What follows belongs to an exercise in optimizing a design on an open flow for small area, a short achievable clock period and few clock cycles per item; a production flow would make more cautious choices. In this exercise RTL edits were held to simulation tests only and were not proved equivalent to the original. Power is estimated from default activity; no workload was simulated.

`flow/config.mk`:
```
export PLATFORM = sky130hd
export DESIGN_NAME = JAM
export DESIGN_NICKNAME = JAM
export VERILOG_FILES = /design/flow/design.v
export SDC_FILE = /design/flow/constraint.sdc
export NUM_CORES = 4
export LEC_CHECK = 0
export ABC_AREA = 1
export CAP_MARGIN = 20
export CORE_MARGIN = 2
export CORE_UTILIZATION = 65
export SLEW_MARGIN = 20
```
`flow/design.v`:
```
module JAM(
	input wire CLK,
	input wire RST,
	input wire [6:0] Cost,
	output wire [2:0] W,
	output wire [2:0] J,
	output reg [3:0] MatchCount,
	output reg [9:0] MinCost,
	output reg  Valid
);
	localparam [2:0] ST_PRE = 3'd0, ST_PRE2 = 3'd1, ST_X = 3'd2,
	                 ST_X2 = 3'd7, ST_SRCH = 3'd3, ST_ENDW = 3'd4,
	                 ST_FIN = 3'd5, ST_DONE = 3'd6;
	reg [2:0] st;
	reg [6:0] cnt;          
	reg [6:0] pc;           
	reg       pv;           
	reg [6:0] Creg;
	reg [6:0] vq;           
	reg [2:0] awi, aji;
	reg [2:0] wo, jo;
	wire [2:0] aw = ~awi;
	wire [2:0] aj = ~aji;
	assign W = wo;
	assign J = jo;
	reg [9:0] acc;
	reg [3:0] mc;
	reg [6:0] v [0:7];      
	reg [2:0] sid [0:7];
	reg [6:0] su  [0:7];
	reg [2:0] ss  [0:7];
	reg       skh [0:7];    
	reg [2:0] sj  [0:7];
	reg [6:0] mn, m2;
	reg [2:0] am;
	reg [7:0] d;            
	reg       fpop;         
	reg       ffirst;       
	reg [7:0] mask;         
	reg       bv, bpop, bleaf, bpd;
	reg [7:0] buv;
	reg [9:0] D;            
	reg [7:0] xd;
	reg [2:0] xj, xw;
	reg [7:0] xmask;
	reg       xpop, xfirst, xfin;
	integer k;
	wire       p1v   = pv && !pc[6];
	wire       p2v   = pv && pc[6];
	wire       first = (pc[2:0] == 3'd0);
	wire [6:0] x     = Creg - vq;
	wire       lt1   = x < mn;
	wire       lt2   = x < m2;
	wire       sx   = (st == ST_X);
	wire [6:0] gap  = m2 - mn;
	wire [3:0] kn   = (gap > 7'd15) ? 4'd15 : gap[3:0];
	wire       tk   = sx || (p2v && first && pc[5:3] != 3'd0);
	wire       addm = sx || (p2v && first) || (p1v && first && pc != 7'd0);
	reg        iv;
	reg [3:0]  ik;
	reg [6:0]  iu;
	reg [2:0]  ia;
	wire [2:0] ir = pc[5:3] - 3'd1;    
	reg [7:0] ge;
	reg [7:0] put;    
	reg [7:0] shr;    
	always @(*) begin
		for (k = 0; k < 8; k = k + 1)
			ge[k] = (k < ir) && ({skh[k], sj[k]} >= ik);
		for (k = 0; k < 8; k = k + 1) begin
			put[k] = !ge[k] && (k == 0 || ge[k-1]);
			shr[k] = !ge[k] && !put[k];
		end
	end
	function [2:0] low8;    
		input [7:0] a;
		low8 = a[0] ? 3'd0 : a[1] ? 3'd1 : a[2] ? 3'd2 : a[3] ? 3'd3 :
		       a[4] ? 3'd4 : a[5] ? 3'd5 : a[6] ? 3'd6 : 3'd7;
	endfunction
	function [3:0] nextcol;
		input [7:0] m;
		input [2:0] s0;
		input [2:0] c0;
		input       from0;
		reg [7:0] fr, hi, lo, a;
		begin
			fr = ~m;
			lo = fr & ~(8'hff << s0);                  
			if (from0)
				hi = fr & (8'hff << s0);               
			else if (c0 >= s0)
				hi = fr & (8'hfe << c0);               
			else begin
				hi = 8'd0;
				lo = lo & (8'hfe << c0);               
			end
			a = (|hi) ? hi : lo;
			nextcol = {|a, low8(a)};
		end
	endfunction
	wire       srch   = (st == ST_SRCH);
	wire [7:0] dp     = {d[6:0], 1'b0};        
	wire [7:0] dm     = {1'b0, d[7:1]};        
	reg [2:0] ss_d, ss_p, sid_d, sid_p, sid_m, sj_m;
	reg [6:0] su_d;
	always @(*) begin
		ss_d = 3'd0; ss_p = 3'd0; sid_d = 3'd0; sid_p = 3'd0; sid_m = 3'd0;
		sj_m = 3'd0; su_d = 7'd0;
		for (k = 0; k < 8; k = k + 1) begin
			ss_d  = ss_d  | (ss[k]  & {3{d[k]}});
			ss_p  = ss_p  | (ss[k]  & {3{dp[k]}});
			sid_d = sid_d | (sid[k] & {3{d[k]}});
			sid_p = sid_p | (sid[k] & {3{dp[k]}});
			sid_m = sid_m | (sid[k] & {3{dm[k]}});
			sj_m  = sj_m  | (sj[k]  & {3{dm[k]}});
			su_d  = su_d  | (su[k]  & {7{d[k]}});
		end
	end
	wire [7:0] onej   = 8'd1 << aj;
	wire [7:0] mask_l = fpop ? (mask & ~onej) : mask;
	wire [3:0] nx     = nextcol(mask_l, ss_d, aj, 1'b0);
	wire [3:0] fc     = nextcol(mask | onej, ss_p, 3'd0, 1'b1);
	wire       top    = d[0];
	wire       fleaf  = d[7] && !fpop;
	wire       c_fin  = !nx[3] && top;
	wire [7:0] c_d    = nx[3] ? d : dm;
	wire [2:0] c_j    = nx[3] ? nx[2:0] : sj_m;
	wire [2:0] c_w    = nx[3] ? sid_d : sid_m;
	wire       c_pop  = !nx[3];
	wire [7:0] g_mask = mask | onej;
	wire [2:0] g_j    = fc[2:0];
	wire [2:0] g_w    = sid_p;
	wire       pd     = ffirst && !fpop && !fleaf;
	wire [10:0] thr  = {1'b0, D} + {3'b000, buv};
	wire        gt   = {4'b0000, Creg} > thr;
	wire        eq   = {4'b0000, Creg} == thr;
	wire        bs   = bv && !bpop;
	wire        down = bs && !bleaf && !gt;
	wire        miss = bs && !bleaf && (down != bpd);
	wire        issue = srch && !miss;
	reg [7:0] d_n;
	reg [2:0] aj_n, aw_n;
	reg [7:0] mask_n;
	reg       pop_n, first_n, fin_n;
	always @(*) begin
		d_n = d; aj_n = aj; aw_n = aw; mask_n = mask;
		pop_n = fpop; first_n = ffirst; fin_n = 1'b0;
		case (st)
			ST_PRE:
				if (cnt[6] == 1'b0 && cnt[5:0] != 6'd63) begin
					aw_n = cnt[2:0] + 3'd1;
					aj_n = cnt[5:3] + {2'b00, cnt[2:0] == 3'd7};
				end else begin
					aw_n = cnt[5:3] + {2'b00, cnt[2:0] == 3'd7};
					aj_n = cnt[2:0] + 3'd1;
				end
			ST_X2: begin
				aw_n = put[0] ? ir : sid[0];
				aj_n = put[0] ? ia : ss[0];
				first_n = 1'b1;
			end
			default:
				if ((srch || st == ST_ENDW) && miss) begin
					d_n = xd; aj_n = xj; aw_n = xw; mask_n = xmask;
					pop_n = xpop; first_n = xfirst; fin_n = xfin;
				end else if (issue) begin
					if (pd) begin
						d_n = dp; aj_n = g_j; aw_n = g_w; mask_n = g_mask;
						pop_n = 1'b0; first_n = 1'b1;
					end else begin
						d_n = c_d; aj_n = c_j; aw_n = c_w; mask_n = mask_l;
						pop_n = c_pop; first_n = 1'b0; fin_n = c_fin;
					end
				end
		endcase
	end
	always @(posedge CLK or posedge RST) begin
		if (RST) begin
			st <= ST_PRE;
			cnt <= 7'd0;
			pv <= 1'b0;
			awi <= 3'b111;
			aji <= 3'b111;
			wo <= 3'd0;
			jo <= 3'd0;
			d <= 8'd1;
			mask <= 8'd0;
			fpop <= 1'b0;
			ffirst <= 1'b0;
			bv <= 1'b0;
			iv <= 1'b0;
			Valid <= 1'b0;
			D <= 10'h3ff;
			mc <= 4'd0;
		end else begin
			awi <= ~aw_n;
			aji <= ~aj_n;
			wo <= aw_n;
			jo <= aj_n;
			d <= d_n;
			mask <= mask_n;
			fpop <= pop_n;
			ffirst <= first_n;
			pv <= (st == ST_PRE);
			bv <= issue;
			iv <= tk;
			Valid <= (st == ST_FIN) || (st == ST_DONE);
			case (st)
				ST_PRE: begin
					cnt <= cnt + 7'd1;
					if (cnt == 7'd127) st <= ST_PRE2;
				end
				ST_PRE2: st <= ST_X;
				ST_X:    st <= ST_X2;
				ST_X2:   st <= ST_SRCH;
				ST_SRCH: if (fin_n) st <= ST_ENDW;
				ST_ENDW: st <= miss ? (fin_n ? ST_ENDW : ST_SRCH) : ST_FIN;
				ST_FIN:  st <= ST_DONE;
				default: ;
			endcase
			if (bv && bpop)
				D <= D - {2'b00, buv} + {3'b000, Creg};
			else if (down)
				D <= thr[9:0] - {3'b000, Creg};
			else if (bs && bleaf && !gt) begin
				if (eq) mc <= mc + 4'd1;
				else begin
					D <= {3'b000, Creg} - {2'b00, buv};
					mc <= 4'd1;
				end
			end
		end
	end
	always @(posedge CLK) begin
		Creg <= Cost;
		pc <= cnt;
		vq <= cnt[6] ? v[cnt[2:0]] : 7'd0;
		if (tk) begin
			ik <= kn; iu <= mn; ia <= am;
		end
		bpop <= fpop;
		bleaf <= fleaf;
		bpd <= pd;
		buv <= su_d + v[aj];
		if (pd) begin
			xd <= c_d; xj <= c_j; xw <= c_w; xmask <= mask_l;
			xpop <= c_pop; xfirst <= 1'b0; xfin <= c_fin;
		end else begin
			xd <= dp; xj <= g_j; xw <= g_w; xmask <= g_mask;
			xpop <= 1'b0; xfirst <= 1'b1; xfin <= 1'b0;
		end
		for (k = 0; k < 8; k = k + 1)
			if (issue && !fpop && d[k])
				sj[k] <= aj;
		if (p1v || p2v) begin
			if (first) begin
				mn <= x; m2 <= 7'h7f; am <= 3'd0;
			end else if (lt1) begin
				mn <= x; m2 <= mn; am <= pc[2:0];
			end else if (lt2) begin
				m2 <= x;
			end
		end
		if (p1v && pc[2:0] == 3'd7)
			v[pc[5:3]] <= lt1 ? x : mn;
		if (p1v && pc == 7'd0)
			acc <= 10'd0;
		else if (addm)
			acc <= acc + {3'b000, mn};
		if (st == ST_FIN) begin
			MinCost <= acc + D;
			MatchCount <= mc;
		end
		if (iv)
			for (k = 0; k < 8; k = k + 1) begin
				if (put[k]) begin
					sid[k] <= ir; su[k] <= iu; ss[k] <= ia;
					{skh[k], sj[k]} <= ik;
				end else if (shr[k]) begin
					sid[k] <= sid[(k+7)%8]; su[k] <= su[(k+7)%8];
					ss[k] <= ss[(k+7)%8];
					skh[k] <= skh[(k+7)%8]; sj[k] <= sj[(k+7)%8];
				end
			end
	end
endmodule
```
`flow/constraint.sdc`:
```
create_clock -name core_clock -period 20.0 [get_ports {CLK}]
set_input_delay 4.0000 -clock core_clock [delete_from_list [all_inputs] [get_ports {CLK}]]
set_output_delay 4.0000 -clock core_clock [all_outputs]
set_load 0.01 [all_outputs]
```
`flow/run.sh`:
```
#!/bin/bash
# synth_recipe.tcl (not shown) runs the flow's synth.tcl, then flattens the netlist and writes it again
# the make line also repeats each setting of config.mk as NAME=value (left out here)
make -C /OpenROAD-flow-scripts/flow DESIGN_CONFIG=/design/flow/config.mk WORK_HOME=/design/flow/orfs CLKGATE_MAP_FILE= SYNTH_SCRIPT=/design/flow/synth_recipe.tcl finish
```
==> flow_summary.yaml, run 1 <==
floorplanning:
  io_pins: 30
  die_area_um2: 33800
  rows: 65
  start_util_pct: 66.2
  die_x_um: 184
  coreArea_um2: 31700
  die_height_um: 184
yosys:
  yosysMostFrequentCell: "nand2_1"
  synth-compound-area-share_pct: 16.8
  syn_inst: 2490
  synth_enable_flop_cells: 212
  synth_mux_area_share_pct: 0
  synth_seq_cells: 358
  synth_top_area_share_pct: 30.3
  synthArstFlopShare_pct: 16.2
  seq_area_frac_synth_pct: 45.7
  synthAdderAreaFrac_pct: 9.18
  ys_top_cells_by_area: "edfxtp_1 (30%), nand2_1 (10%), dfxtp_1 (8.4%)"
  synth_top_family_by_area: "simple AND/OR/NAND/NOR gates"
  synth_common_cells: "nand2_1 (565), inv_1 (285), o21ai_0 (266), edfxtp_1 (212), nor2_1 (178)"
  syn-mean-instance-area_um2: 8.43
  synth.distinct_cells: 66
  synth_largest_area_cell: "edfxtp_1"
  syn_nets: 2644
  ys.flop_type: "edfxtp_1"
  synthXorXnorAreaFrac_pct: 2.13
  yosysWarningCount: 7
  netlist_area_um2: 21000
  yosys.area_share.simple_pct: 18.8
drt:
  drtIter0Drc: 2070
  vias: 18200
  drt-total-wl_um: 60100
  drcViolationCount: 0
  ant_nets: 0
  first_pass_iters: 6
  wl_per_cell_um: 20.5
  vias_per_cell: 6.23
layout:
  utilization_pct: 72.1
  diodes: 0
  syn_to_final_growth_pct: 8.99
  drive_above_1_share_pct: 6.42
  nets: 2648
worst_hold_path:
  hp-class: "flip-flop to flip-flop"
critical_path:
  worstPathRequired_ns: 16.00
  arrival_ns: 1.41
  cp-end-kind: "primary output"
  slowest_stage: "clkdlybuf4s50_1"
  cp-start-kind: "flip-flop"
  critical_path_class: "flip-flop to primary output"
  crit_fanout: 1
  max_stage_delay_ns: 0.54
  crit_buf_inv: 1
  cp_top_family: "buffers and inverters"
  path_cells: "clkdlybuf4s50_1"
cts:
  holdBufCountCts: 0
  numCtsBuffers: 39
  cts_buffer_depth: 3
  post_cts_buffers: 0
  h-tree-depth: 2
  post_cts_resized: 0
  insertion_delay_ns: 0.54
  cts_tree: "built"
  path_clk_slew_ns: 0.06
  clock_tree.root_cell: "clkbuf_16"
  clock-sinks: 358
place:
  hpwl_um: 42000
  routabilityCongestion: 0.940
  port_buffers: 29
  place_ws_ns: 14.67
timing:
  slew_violations: 0
  fmax_ghz: 0.185
  setup_viol: 0
  tightest_slew_ns: 1.04
  finalCritPeriodShare_pct: 27.0
  hold_viol: 0
  layout_min_cycle_time_ns: 5.41
  fin_skew_ns: 0.0176
  tns_ns: 0
  holdWs_ns: 0.430
  slew_headroom_pct: 30.4
  rsz0062_at_grt: "no"
  setup_slack_ns: 14.59
global_routing:
  antenna_found_initial: 0
  grt_pass1_vias: 17400
  grt_usage_pct: 36.1
  grt_max_degree: 59
  grt_overflow_total: 0
  grt_pass1_wl_um: 93700
status:
  status: "complete, no violations"
run:
  max_cap_violations: 0
power_and_ir_drop:
  ir_drop_mv: 0.0961
  p_leak_nw: 10.1
  power_density_nw_per_um2: 85.1
  power_mw: 1.95
-- stage by stage --
step                      instance area (um2)  cells
after floorplan                         21000   2490
after global placement                  21600   2854
after detailed placement                21600   2854
after CTS                               22800   2926
after global routing                    22900   2927
final                                   22900   2927
-- flip-flops by register name, summed over array words and instances (netlist names), 8 cells and up --
register,flops
xd,8
mask,8
MinCost,10
xmask,8
sid,24
v,56
acc,10
buv,8
ss,24
su,56
sj,21
d,8
D,10
-- cell usage in the layout, fill, tap and decap left out, types with 14 or more instances in the layout --
| master | count |
|---|---|
| a21oi_1 | 142 |
| a221oi_1 | 16 |
| a31oi_1 | 20 |
| buf_4 | 19 |
| clkbuf_16 | 41 |
| clkdlybuf4s50_1 | 29 |
| dfrtp_1 | 41 |
| dfstp_2 | 17 |
| dfxtp_1 | 88 |
| edfxtp_1 | 212 |
| fa_1 | 15 |
| ha_1 | 130 |
| inv_1 | 284 |
| nand2_1 | 562 |
| nand3_1 | 102 |
| nand4_1 | 17 |
| nor2_1 | 177 |
| o211ai_1 | 24 |
| o21ai_0 | 266 |
| o21ai_1 | 17 |
| o221ai_1 | 14 |
| o22ai_1 | 50 |
| xnor2_1 | 16 |
| xor2_1 | 35 |
-- cells by family after synthesis --
kind of cell    Yosys count
compound gates          610
xor+xnor                 51
fa+ha+maj               145
buf+inv                 392
flops                   358
simple gates            934
-- power breakdown --
part / switching, mW / internal (mW)
registers: 0.0447 / 0.852
clock network: 0.300 / 0.435
logic: 0.194 / 0.122
total: 0.539 / 1.41
-- worst paths after layout --
| check | start | slack [ns] | depth (start not counted) | endpoint |
|---|---|---|---|---|
| max | MinCost[4] | 14.59 | 1 | MinCost[4] |
| min | am[2] | 0.43 | 0 | ia[2] |
| max reg2reg | D[0] | 14.75 | 24 | st[0] |
| min reg2reg | am[2] | 0.43 | 0 | ia[2] |
| max in group asynchronous | RST | 15.43 | 3 | mc[1] |
| min in group asynchronous | RST | 4.02 | 3 | Valid |
-- final cells by class --
class	count	area, um2
multi-input cells	1740	9880
fillers	2434	8840
repair buffers	49	448
flip-flops and latches	358	9600
inverters	306	1150
clock buffers	59	1140
well taps	402	503
clock inverters	13	154
-- routing by layer --
| metal | track usage, % | up-vias | part of all wire [%] |
|---|---|---|---|
| li1 | - | 8516 | - |
| met1 | 48.0 | 8534 | 40 |
| met2 | 58.8 | 988 | 46 |
| met3 | 5.92 | 191 | 9.5 |
| met4 | 15.5 | 0 | 4.3 |
| met5 | 0 | - | 0 |
Testbench counts, summed over its fixed seeds: cycles 6,048, items 24.
==> run 2, diff against run 1 <==
--- a/flow/design.v
+++ b/flow/design.v
@@ -15,14 +15,10 @@
 	reg [6:0] cnt;          
-	reg [6:0] pc;           
 	reg       pv;           
 	reg [6:0] Creg;
+	wire [6:0] pc = cnt - 7'd1;    
 	reg [6:0] vq;           
-	reg [2:0] awi, aji;
-	reg [2:0] wo, jo;
-	wire [2:0] aw = ~awi;
-	wire [2:0] aj = ~aji;
-	assign W = wo;
-	assign J = jo;
-	reg [9:0] acc;
-	reg [3:0] mc;
+	reg [2:0] aw, aj;
+	reg [2:0] won, jon;
+	assign W = ~won;
+	assign J = ~jon;
 	reg [6:0] v [0:7];      
@@ -42,5 +38,5 @@
 	reg [9:0] D;            
-	reg [7:0] xd;
+	reg [1:0] xs;           
 	reg [2:0] xj, xw;
-	reg [7:0] xmask;
+	reg [2:0] bj;           
 	reg       xpop, xfirst, xfin;
@@ -62,3 +58,3 @@
 	reg [2:0]  ia;
-	wire [2:0] ir = pc[5:3] - 3'd1;    
+	wire [2:0] ir = (st == ST_X2) ? 3'd7 : (pc[5:3] - 3'd1);    
 	reg [7:0] ge;
@@ -125,3 +121,3 @@
 	wire       c_fin  = !nx[3] && top;
-	wire [7:0] c_d    = nx[3] ? d : dm;
+	wire [7:0] c_d    = (nx[3] || top) ? d : dm;
 	wire [2:0] c_j    = nx[3] ? nx[2:0] : sj_m;
@@ -163,3 +159,6 @@
 				if ((srch || st == ST_ENDW) && miss) begin
-					d_n = xd; aj_n = xj; aw_n = xw; mask_n = xmask;
+					d_n = xs[1] ? (xs[0] ? {d[5:0], 2'b00} : {d[6:0], 1'b0})
+					            : (xs[0] ? {2'b00, d[7:2]} : {1'b0, d[7:1]});
+					aj_n = xj; aw_n = xw;
+					mask_n = bpd ? (mask & ~(8'd1 << bj)) : (mask | (8'd1 << bj));
 					pop_n = xpop; first_n = xfirst; fin_n = xfin;
@@ -181,6 +180,6 @@
 			pv <= 1'b0;
-			awi <= 3'b111;
-			aji <= 3'b111;
-			wo <= 3'd0;
-			jo <= 3'd0;
+			aw <= 3'd0;
+			aj <= 3'd0;
+			won <= 3'b111;
+			jon <= 3'b111;
 			d <= 8'd1;
@@ -193,8 +192,8 @@
 			D <= 10'h3ff;
-			mc <= 4'd0;
+			MatchCount <= 4'd0;
 		end else begin
-			awi <= ~aw_n;
-			aji <= ~aj_n;
-			wo <= aw_n;
-			jo <= aj_n;
+			aw <= aw_n;
+			aj <= aj_n;
+			won <= ~aw_n;
+			jon <= ~aj_n;
 			d <= d_n;
@@ -225,6 +224,6 @@
 			else if (bs && bleaf && !gt) begin
-				if (eq) mc <= mc + 4'd1;
+				if (eq) MatchCount <= MatchCount + 4'd1;
 				else begin
 					D <= {3'b000, Creg} - {2'b00, buv};
-					mc <= 4'd1;
+					MatchCount <= 4'd1;
 				end
@@ -235,3 +234,2 @@
 		Creg <= Cost;
-		pc <= cnt;
 		vq <= cnt[6] ? v[cnt[2:0]] : 7'd0;
@@ -243,8 +241,9 @@
 		bpd <= pd;
+		bj <= aj;
 		buv <= su_d + v[aj];
 		if (pd) begin
-			xd <= c_d; xj <= c_j; xw <= c_w; xmask <= mask_l;
+			xs <= {1'b0, !(nx[3] || top)}; xj <= c_j; xw <= c_w;
 			xpop <= c_pop; xfirst <= 1'b0; xfin <= c_fin;
 		end else begin
-			xd <= dp; xj <= g_j; xw <= g_w; xmask <= g_mask;
+			xs <= {1'b1, !(nx[3] || top)}; xj <= g_j; xw <= g_w;
 			xpop <= 1'b0; xfirst <= 1'b1; xfin <= 1'b0;
@@ -266,9 +265,7 @@
 		if (p1v && pc == 7'd0)
-			acc <= 10'd0;
+			MinCost <= 10'd0;
 		else if (addm)
-			acc <= acc + {3'b000, mn};
-		if (st == ST_FIN) begin
-			MinCost <= acc + D;
-			MatchCount <= mc;
-		end
+			MinCost <= MinCost + {3'b000, mn};
+		else if (st == ST_FIN)
+			MinCost <= MinCost + D;
 		if (iv)
==> run 2 against run 1 <==
Net effect:
- still clean on timing, DRC and antenna
- sequential share of layout area down 2.0 points
- synthesized cell count down 0.52%
- final area decreased by 3.6%
- register-to-register slack improved by 0.02 ns
- power is 3.8% lower
- routed wire length is 0.70% lower
- setup slack got worse by 0.14 ns
- count of clock-buffer cells in the layout fell by 14
- clock power decreased by 3%
- die area decreased by 3.5%
- fmax fell by 2.6%
- critical endpoint is now W[1]
- largest power group unchanged
==> flow_summary.yaml, run 2 <==
floorplanning:
  io_pins: 30
  die_area_um2: 32600
  die_x_um: 180
  rows: 64
  coreArea_um2: 30600
  start_util_pct: 66.2
  die_height_um: 180
timing:
  layout_min_cycle_time_ns: 5.55
  hold_viol: 0
  fin_skew_ns: 0.0165
  slew_headroom_pct: 28.3
  holdWs_ns: 0.424
  tns_ns: 0
  slew_violations: 0
  finalCritPeriodShare_pct: 27.8
  setup_viol: 0
  fmax_ghz: 0.180
  rsz0062_at_grt: "no"
  tightest_slew_ns: 1.07
  setup_slack_ns: 14.45
global_routing:
  grt_overflow_total: 0
  grt_usage_pct: 36.5
  antenna_found_initial: 0
  grt_pass1_vias: 17300
  grt_pass1_wl_um: 93800
  grt_max_degree: 59
cts:
  insertion_delay_ns: 0.54
  clock-sinks: 325
  path_clk_slew_ns: 0.06
  h-tree-depth: 2
  holdBufCountCts: 0
  post_cts_resized: 0
  clock_tree.root_cell: "clkbuf_16"
  cts_buffer_depth: 3
  numCtsBuffers: 37
  cts_tree: "built"
  post_cts_buffers: 0
place:
  hpwl_um: 42100
  routabilityCongestion: 0.940
  place_ws_ns: 14.86
  port_buffers: 29
  dp.cells: 2835
  place_area_um2: 20800
power_and_ir_drop:
  intPower_mw: 1.35
  switching_share_pct: 28.0
  p_leak_nw: 9.90
  p_switching_mw: 0.524
  pwr-share-clk_pct: 38.3
  seq_power_share_pct: 43.9
  combPwrFrac_pct: 17.9
  ir_drop_mv: 0.121
  power_mw: 1.87
  power_density_nw_per_um2: 85.0
yosys:
  yosysMostFrequentCell: "nand2_1"
  syn_inst: 2477
  seq_area_frac_synth_pct: 43.5
  synthArstFlopShare_pct: 17.8
  synth_top_area_share_pct: 29.4
  synth_enable_flop_cells: 198
  synth.distinct_cells: 64
  syn-mean-instance-area_um2: 8.17
  netlist_area_um2: 20200
  ys_top_cells_by_area: "edfxtp_1 (29%), nand2_1 (10%), ha_1 (7.8%)"
  yosysWarningCount: 7
  syn_nets: 2626
  ys.flop_type: "edfxtp_1"
  synth_largest_area_cell: "edfxtp_1"
  synth_seq_cells: 325
  synth_common_cells: "nand2_1 (552), inv_1 (319), o21ai_0 (269), nor2_1 (199), edfxtp_1 (198)"
drt:
  wl_per_cell_um: 20.6
  drcViolationCount: 0
  vias: 18000
  first_pass_iters: 8
  vias_per_cell: 6.21
  ant_nets: 0
  drtIter0Drc: 2181
  drt-total-wl_um: 59700
critical_path:
  max_stage_delay_ns: 0.51
  arrival_ns: 1.55
  path_cells: "inv_1 > clkdlybuf4s50_1"
  slowest_stage: "dfstp_2"
  worstPathRequired_ns: 16.00
  critical_path_class: "flip-flop to primary output"
  cp-end-kind: "primary output"
  cp-start-kind: "flip-flop"
  crit_fanout: 1
  cp_top_family: "flip-flops"
  crit_buf_inv: 2
run:
  max_cap_violations: 0
layout:
  mostFrequentLayoutCell: "nand2_1"
  layout_common_cells: "nand2_1 (551), inv_1 (318), o21ai_0 (269)"
  utilization_pct: 72.1
  final_cell_count_no_fill: 2903
  drive_above_1_share_pct: 6.06
  diodes: 0
  finalInstanceArea_um2: 22000
  syn_to_final_growth_pct: 8.93
  nets: 2627
status:
  status: "complete, no violations"
worst_hold_path:
  hp-class: "flip-flop to flip-flop"
## run 2: changes by cell type in the layout (fill, tap and decap cells not counted), sizes merged, moves of 6 or more
cell / previous run / this run
dfxtp: 88 / 69
nor2: 192 / 218
inv: 298 / 328
edfxtp: 212 / 198
clkbuf: 59 / 45
o21ai: 284 / 290
nand2: 578 / 567
nand3: 106 / 77
## run 2: power by group through the flow
stage / registers, mW / logic [mW] / clock network, mW
final: 0.822 / 0.335 / 0.717
after global routing: 0.825 / 0.382 / 0.745
after CTS: 0.822 / 0.334 / 0.717
after detailed placement: 0.834 / 0.326 / 0
after global placement: 0.833 / 0.312 / 0
after floorplan: 0.817 / 0.240 / 0
## run 2: logic make-up (layout without fill, tap and decap cells)
logic type | Yosys count | count (layout) | share of synthesized area, %
fa+ha+maj | 140 | 140 | 9.17
mux | 2 | 2 | 0.105
compound gates | 614 | 614 | 17.5
xor+xnor | 52 | 52 | 2.25
simple gates | 925 | 925 | 19.3
buf+inv | 419 | 449 | 8.17
flops | 325 | 325 | 43.5
## run 2: final timing paths
path | from | end | slack (ns) | depth (start not counted)
worst max-delay path | won[1] | W[1] | 14.45 | 2
worst min-delay path | am[2] | ia[2] | 0.42 | 0
worst max register to register | cnt[1] | MinCost[8] | 14.77 | 21
worst min register to register | am[2] | ia[2] | 0.42 | 0
max in group asynchronous | RST | cnt[1] | 15.47 | 3
min in group asynchronous | RST | MatchCount[0] | 4.02 | 3
## run 2: final cells by class
class                           instances  area, um2
Multi-Input combinational cell       1733       9790
Clock buffer                           45        997
Inverter                              334       1260
Tap cell                              396        495
Clock inverter                         23        283
Timing Repair Buffer                   47        425
Sequential cell                       325       8800
Fill cell                            2349       8540
## run 2: routing by layer
layer	GRT usage [%]	up-vias	part of all wire, %
li1	-	8401	-
met1	47.9	8449	40
met2	60.1	971	47
met3	5.23	212	8.9
met4	17.2	0	4.9
met5	0	-	0
Testbench counts of run 2, summed over its fixed seeds: cycles 6,048, items 24.
==> run 3, diff against run 2 <==
--- a/flow/design.v
+++ b/flow/design.v
@@ -33,3 +33,2 @@
 	reg       fpop;         
-	reg       ffirst;       
 	reg [7:0] mask;         
@@ -41,3 +40,3 @@
 	reg [2:0] bj;           
-	reg       xpop, xfirst, xfin;
+	reg       xpop, xfin;
 	integer k;
@@ -128,3 +127,3 @@
 	wire [2:0] g_w    = sid_p;
-	wire       pd     = ffirst && !fpop && !fleaf;
+	wire       pd     = !fpop && !fleaf && (aj == ss_d || D[9:7] != 3'd0);
 	wire [10:0] thr  = {1'b0, D} + {3'b000, buv};
@@ -139,6 +138,6 @@
 	reg [7:0] mask_n;
-	reg       pop_n, first_n, fin_n;
+	reg       pop_n, fin_n;
 	always @(*) begin
 		d_n = d; aj_n = aj; aw_n = aw; mask_n = mask;
-		pop_n = fpop; first_n = ffirst; fin_n = 1'b0;
+		pop_n = fpop; fin_n = 1'b0;
 		case (st)
@@ -155,3 +154,2 @@
 				aj_n = put[0] ? ia : ss[0];
-				first_n = 1'b1;
 			end
@@ -163,3 +161,3 @@
 					mask_n = bpd ? (mask & ~(8'd1 << bj)) : (mask | (8'd1 << bj));
-					pop_n = xpop; first_n = xfirst; fin_n = xfin;
+					pop_n = xpop; fin_n = xfin;
 				end else if (issue) begin
@@ -167,6 +165,6 @@
 						d_n = dp; aj_n = g_j; aw_n = g_w; mask_n = g_mask;
-						pop_n = 1'b0; first_n = 1'b1;
+						pop_n = 1'b0;
 					end else begin
 						d_n = c_d; aj_n = c_j; aw_n = c_w; mask_n = mask_l;
-						pop_n = c_pop; first_n = 1'b0; fin_n = c_fin;
+						pop_n = c_pop; fin_n = c_fin;
 					end
@@ -187,3 +185,2 @@
 			fpop <= 1'b0;
-			ffirst <= 1'b0;
 			bv <= 1'b0;
@@ -201,3 +198,2 @@
 			fpop <= pop_n;
-			ffirst <= first_n;
 			pv <= (st == ST_PRE);
@@ -245,6 +241,6 @@
 			xs <= {1'b0, !(nx[3] || top)}; xj <= c_j; xw <= c_w;
-			xpop <= c_pop; xfirst <= 1'b0; xfin <= c_fin;
+			xpop <= c_pop; xfin <= c_fin;
 		end else begin
 			xs <= {1'b1, !(nx[3] || top)}; xj <= g_j; xw <= g_w;
-			xpop <= 1'b0; xfirst <= 1'b1; xfin <= 1'b0;
+			xpop <= 1'b0; xfin <= 1'b0;
 		end
==> run 3 against run 2 <==
Net effect:
- still clean
- die area is 0.25% lower
- critical path depth increased by 22
- synthesized cell count decreased by 0.20%
- sequential share of layout area grew 0.052 points
- count of clock-buffer cells in the layout increased by 13
==> flow_summary.yaml, run 3 <==
timing:
  setup_slack_ns: 14.34
  fin_skew_ns: 0.0186
  hold_viol: 0
  holdWs_ns: 0.447
  slew_headroom_pct: 21.7
  tightest_slew_ns: 1.17
  layout_min_cycle_time_ns: 5.66
  slew_violations: 0
  setup_viol: 0
  finalCritPeriodShare_pct: 28.3
  rsz0062_at_grt: "no"
  fmax_ghz: 0.177
  tns_ns: 0
cts:
  post_cts_resized: 0
  post_cts_buffers: 0
  clock_tree.root_cell: "clkbuf_16"
  clock-sinks: 324
  cts_buffer_depth: 3
  numCtsBuffers: 37
  insertion_delay_ns: 0.53
  h-tree-depth: 2
  path_clk_slew_ns: 0.06
  holdBufCountCts: 0
  cts_tree: "built"
layout:
  mostFrequentLayoutCell: "nand2_1"
  final_cell_count_no_fill: 2905
  layout_common_cells: "nand2_1 (560), inv_1 (305), o21ai_0 (278)"
  nets: 2629
  drive_above_1_share_pct: 6.50
  diodes: 0
  utilization_pct: 71.8
  syn_to_final_growth_pct: 8.76
  finalInstanceArea_um2: 22000
global_routing:
  antenna_found_initial: 0
  grt_pass1_wl_um: 93200
  grt_pass1_vias: 17300
  grt_usage_pct: 36.2
  grt_overflow_total: 0
  grt_max_degree: 58
power_and_ir_drop:
  seq_power_share_pct: 45.3
  p_switching_mw: 0.517
  intPower_mw: 1.30
  ir_drop_mv: 0.124
  pwr-share-clk_pct: 36.4
  power_mw: 1.82
  p_leak_nw: 9.72
  switching_share_pct: 28.5
  combPwrFrac_pct: 18.3
  power_density_nw_per_um2: 82.7
critical_path:
  arrival_ns: 6.08
  cp-start-kind: "flip-flop"
  r2r_start: "cnt[1]"
  crit_fanout: 20
  worstPathRequired_ns: 20.41
  ff2ff_path_depth: 24
  critical_path_class: "flip-flop to flip-flop"
  setup.worst_path.start: "cnt[1]"
  cp-end-kind: "flip-flop"
drt:
  drcViolationCount: 0
  drtIter0Drc: 2139
  wl_per_cell_um: 20.5
  ant_nets: 0
  vias_per_cell: 6.21
  first_pass_iters: 7
  drt-total-wl_um: 59500
  vias: 18000
place:
  place_ws_ns: 14.55
  dp.cells: 2837
  place_area_um2: 20800
  hpwl_um: 42500
  routabilityCongestion: 1.00
  port_buffers: 29
run:
  max_cap_violations: 0
yosys:
  syn_nets: 2621
  synth-compound-area-share_pct: 18.2
  ys.flop_type: "edfxtp_1"
  synth_top_family_by_area: "simple AND/OR/NAND/NOR gates"
  synth_enable_flop_cells: 198
  seq_area_frac_synth_pct: 43.5
  synthXorXnorAreaFrac_pct: 2.12
  ys_top_cells_by_area: "edfxtp_1 (29%), nand2_1 (10%), ha_1 (7.8%)"
  syn-mean-instance-area_um2: 8.17
  synthAdderAreaFrac_pct: 9.20
  synth.distinct_cells: 70
  syn_inst: 2472
  synthArstFlopShare_pct: 17.6
  synth_common_cells: "nand2_1 (560), inv_1 (306), o21ai_0 (279), nor2_1 (206), edfxtp_1 (198)"
  synth_mux_area_share_pct: 0.0992
  synth_largest_area_cell: "edfxtp_1"
  netlist_area_um2: 20200
  synth_top_area_share_pct: 29.5
  yosys.area_share.simple_pct: 18.9
  yosysWarningCount: 7
  synth_seq_cells: 324
  yosysMostFrequentCell: "nand2_1"
worst_hold_path:
  hold_depth: 0
  holdCritStartpoint: "iu[0]"
  hp-class: "flip-flop to flip-flop"
floorplanning:
  die_x_um: 180
  start_util_pct: 66.0
  rows: 64
  io_pins: 30
  die_height_um: 180
  coreArea_um2: 30600
  die_area_um2: 32500
status:
  status: "complete, no violations"
run 3: power groups by stage:
stage / combinational (mW) / sequential [mW] / clock, mW
3_5_place_dp: 0.325 / 0.833 / 0
4_1_cts: 0.330 / 0.820 / 0.664
6_report: 0.331 / 0.823 / 0.661
5_1_grt: 0.378 / 0.824 / 0.692
3_3_place_gp: 0.313 / 0.833 / 0
2_1_floorplan: 0.237 / 0.816 / 0
run 3: worst max-delay path, stage by stage (launching register included):
cell and delay (ns):
dfrtp_1 0.81, inv_1 0.46, ha_1 0.36, nand2_1 0.10
xor2_1 0.28, inv_1 0.12, nor2_1 0.12, inv_1 0.08
o311ai_1 0.46, nand2_1 0.44, o21ai_0 0.31, ha_1 0.33
a21oi_1 0.20, o21ai_0 0.10, a21oi_1 0.21, nor2_1 0.07
o21ai_0 0.24, nand2_1 0.10, nand2_1 0.09, nand2_1 0.06
a21oi_1 0.15, or2_0 0.13, nand3_1 0.08, o21ai_0 0.17
a21oi_1 0.05
run 3: worst paths after layout:
path / to / slack (ns)
worst max-delay path: MinCost[9] / 14.34
worst min-delay path: su[0][0] / 0.45
worst max register to register: MinCost[9] / 14.34
worst min register to register: su[0][0] / 0.45
max in group asynchronous: cnt[6] / 15.47
min in group asynchronous: d[3] / 4.02
run 3: cell families after synthesis:
family | Yosys count
and+or+nand+nor | 921
AOI/OAI and AO/OA | 625
buffers and inverters | 412
DFF | 324
adders and majority gates | 140
xor gates and xnor gates | 48
muxes | 2
run 3: area by class of cell:
| class | count | area, um2 |
|---|---|---|
| well taps | 396 | 495 |
| clock inverters | 10 | 101 |
| flip-flops and latches | 324 | 8770 |
| fillers | 2355 | 8630 |
| inverters | 328 | 1230 |
| clock buffers | 58 | 1070 |
| repair buffers | 53 | 470 |
| multi-input cells | 1736 | 9800 |
run 3: metal layers:
metal  global-route usage, %  vias to the layer above  routed length (um)
met3                    5.92                      221                5720
li1                        -                     8396                   -
met1                    46.6                     8395               23000
met2                    58.5                     1031               27100
met5                       0                        -                   0
met4                    20.4                        0                3640
Testbench counts of run 3, summed over its fixed seeds: cycles 5,980, items 24.
==> run 4, diff against run 3 <==
--- a/flow/design.v
+++ b/flow/design.v
@@ -17,3 +17,3 @@
 	reg [6:0] Creg;
-	wire [6:0] pc = cnt - 7'd1;    
+	reg [6:0] pc;           
 	reg [6:0] vq;           
@@ -230,2 +230,3 @@
 		Creg <= Cost;
+		pc <= cnt;
 		vq <= cnt[6] ? v[cnt[2:0]] : 7'd0;
==> run 4 against run 3 <==
Net effect:
- count of clock-buffer cells in the layout decreased by 10
- fmax up 2.3%
- sequential share of layout area grew 0.46 points
- power increased by 1.2%
- routed wire length rose by 0.35%
- die area is 0.36% higher
- area after synthesis increased by 0.37%
- utilization increased by 0.13 points
- flip-flop and latch count grew 7
- critical endpoint is now J[0]
- largest cell class unchanged
- largest power group unchanged
==> flow_summary.yaml, run 4 <==
power_and_ir_drop:
  p_leak_nw: 9.71
  ir_drop_mv: 0.130
  power_density_nw_per_um2: 83.3
  p_switching_mw: 0.516
  switching_share_pct: 28.1
  pwr-share-clk_pct: 36.9
  intPower_mw: 1.32
  combPwrFrac_pct: 18.3
  power_mw: 1.84
  seq_power_share_pct: 44.8
yosys:
  ys.flop_type: "edfxtp_1"
  syn_inst: 2468
  synth.distinct_cells: 66
  synth_enable_flop_cells: 198
  synthArstFlopShare_pct: 17.2
  synth_top_area_share_pct: 29.3
  synth_largest_area_cell: "edfxtp_1"
  syn_nets: 2614
  synth_common_cells: "nand2_1 (567), inv_1 (306), o21ai_0 (280), edfxtp_1 (198), nor2_1 (189)"
  seq_area_frac_synth_pct: 44.0
  syn-mean-instance-area_um2: 8.21
  ys_top_cells_by_area: "edfxtp_1 (29%), nand2_1 (11%), ha_1 (7.6%)"
  synth_seq_cells: 331
  yosysWarningCount: 7
  yosysMostFrequentCell: "nand2_1"
  netlist_area_um2: 20300
critical_path:
  worstPathRequired_ns: 16.00
  slowest_stage: "dfstp_2"
  cp-start-kind: "flip-flop"
  cp_top_family: "flip-flops"
  cp-end-kind: "primary output"
  path_cells: "inv_1 > clkdlybuf4s50_1"
  max_stage_delay_ns: 0.51
  arrival_ns: 1.54
  crit_fanout: 1
  critical_path_class: "flip-flop to primary output"
  crit_buf_inv: 2
  ff2ff_path_depth: 24
  cp.depth: 2
place:
  hpwl_um: 41900
  port_buffers: 29
  routabilityCongestion: 0.970
  place_area_um2: 20900
  place_ws_ns: 14.62
  dp.cells: 2828
global_routing:
  grt_max_degree: 39
  grt_overflow_total: 0
  grt_pass1_wl_um: 93400
  antenna_found_initial: 2
  grt_usage_pct: 36.3
  grt_pass1_vias: 17400
floorplanning:
  coreArea_um2: 30700
  io_pins: 30
  die_x_um: 181
  start_util_pct: 66.1
  die_height_um: 181
  rows: 64
  die_area_um2: 32600
layout:
  nets: 2617
  mostFrequentLayoutCell: "nand2_1"
  finalInstanceArea_um2: 22100
  utilization_pct: 71.9
  seqCellArea_um2: 8910
  multi_input_area_um2: 9780
  fillCellCount: 2387
  drive_above_1_share_pct: 6.29
  syn_to_final_growth_pct: 8.84
  final_cell_count_no_fill: 2895
  layout_common_cells: "nand2_1 (565), inv_1 (305), o21ai_0 (279)"
drt:
  first_pass_iters: 6
  drcViolationCount: 0
  wl_per_cell_um: 20.6
  vias_per_cell: 6.17
  vias: 17900
  drtIter0Drc: 2094
  ant_nets: 0
  drt-total-wl_um: 59700
cts:
  numCtsBuffers: 37
  h-tree-depth: 2
  cts_tree: "built"
  cts_buffer_depth: 3
  post_cts_buffers: 0
  holdBufCountCts: 0
  post_cts_resized: 0
  path_clk_slew_ns: 0.06
  clock-sinks: 331
  clock_tree.root_cell: "clkbuf_16"
  insertion_delay_ns: 0.53
timing:
  setup_slack_ns: 14.46
  layout_min_cycle_time_ns: 5.54
  fin_skew_ns: 0.0250
  fmax_ghz: 0.181
  slew_headroom_pct: 22.5
  holdWs_ns: 0.411
  rsz0062_at_grt: "no"
  setup_viol: 0
  finalCritPeriodShare_pct: 27.7
  tns_ns: 0
  tightest_slew_ns: 1.16
  hold_viol: 0
  slew_violations: 0
worst_hold_path:
  hp-class: "flip-flop to flip-flop"
  hold_depth: 0
run:
  max_cap_violations: 0
status:
  status: "complete, no violations"
-- run 4: cell count changes in the layout (fill, tap and decap cells not counted), moves of 7 or more --
cell | previous run | this run
clkbuf_1 | 14 | 6
nor2_2 | 14 | 4
inv_2 | 15 | 5
nand3_1 | 66 | 84
dfxtp_1 | 69 | 76
nand2_2 | 5 | 12
nor2_1 | 206 | 188
a22o_1 | 3 | 10
-- run 4: routing by layer --
metal  routed length [um]  up-vias  global-route usage (%)  share of wire [%]
met1                23500     8269                    46.1                 39
met3                 5390      213                    5.86                9.0
met5                    0        -                       0                  0
met2                28200      997                    61.3                 47
met4                 2600        0                    16.1                4.4
li1                     -     8391                       -                  -
-- run 4: cells by family after synthesis --
logic type	after synthesis	share of synthesized area, %
simple gates	937	19.6
compound gates	611	17.6
buf+inv	406	7.81
flops	331	44.0
fa+ha+maj	137	8.98
xor+xnor	44	1.94
mux	2	0.0988
-- run 4: area by class of cell --
type                            instances  share of cell area [%]
Antenna cell                            2                  0.0227
Clock buffer                           48                    4.72
Clock inverter                         17                   0.664
Inverter                              316                    5.39
Multi-Input combinational cell       1731                    44.4
Sequential cell                       331                    40.4
Tap cell                              396                    2.25
Timing Repair Buffer                   54                    2.17
-- run 4: path summary, 6_finish.rpt --
path	from	endpoint	slack [ns]
worst max register to register	D[0]	flip-flop	15.02
worst max-delay path	jon[0]	J[0]	14.46
worst min register to register	am[1]	ia[1]	0.41
min in group asynchronous	RST	async pin	3.85
worst min-delay path	am[1]	ia[1]	0.41
max in group asynchronous	RST	D[4]	15.21
-- run 4: power groups by stage --
stage	registers, mW	clock network (mW)	logic [mW]
detailed placement	0.835	0	0.327
global route	0.826	0.703	0.381
finish	0.824	0.678	0.336
global placement	0.833	0	0.315
floorplan	0.828	0	0.236
CTS	0.822	0.678	0.332
Testbench counts of run 4, summed over its fixed seeds: cycles 5,980, items 24.

separate check: timing with driven ports:
How much do the figures lean on ideal ports? The routed layouts below were timed once more, with nothing changed but the port constraints. Step 1 (the two cells are an assumption about what drives the block):
set clk [get_ports {CLK}]
set_driving_cell -lib_cell sky130_fd_sc_hd__clkbuf_16 $clk
set_driving_cell -lib_cell sky130_fd_sc_hd__buf_2 [delete_from_list [all_inputs] $clk]
Step 2 times the ports against the registers' clock, not the clock port: input delays grow and output delays shrink by t, the midpoint of the rising clock arrivals with the driver on. Three values: ideal ports, drivers, drivers and shift; two values: the first two.
run	shift t [ns]	setup slack, ns	worst hold slack (ns)	worst data-port slew with drivers (ns)	pins driven straight from the clock port
run 1	0.585	14.593 / 14.540 / 14.751	0.430 / 0.430 / 0.430	0.03	1
run 2	0.585	14.450 / 14.398 / 14.767	0.424 / 0.424 / 0.424	0.03	1
run 3	0.581	14.337 / 14.337 / 14.337	0.447 / 0.447 / 0.447	0.03	1
run 4	0.573	14.462 / 14.410 / 14.672	0.411 / 0.411 / 0.411	0.04	1
After both steps setup and hold are still met in every run listed. The worst setup slack also covers recovery checks on asynchronous resets.
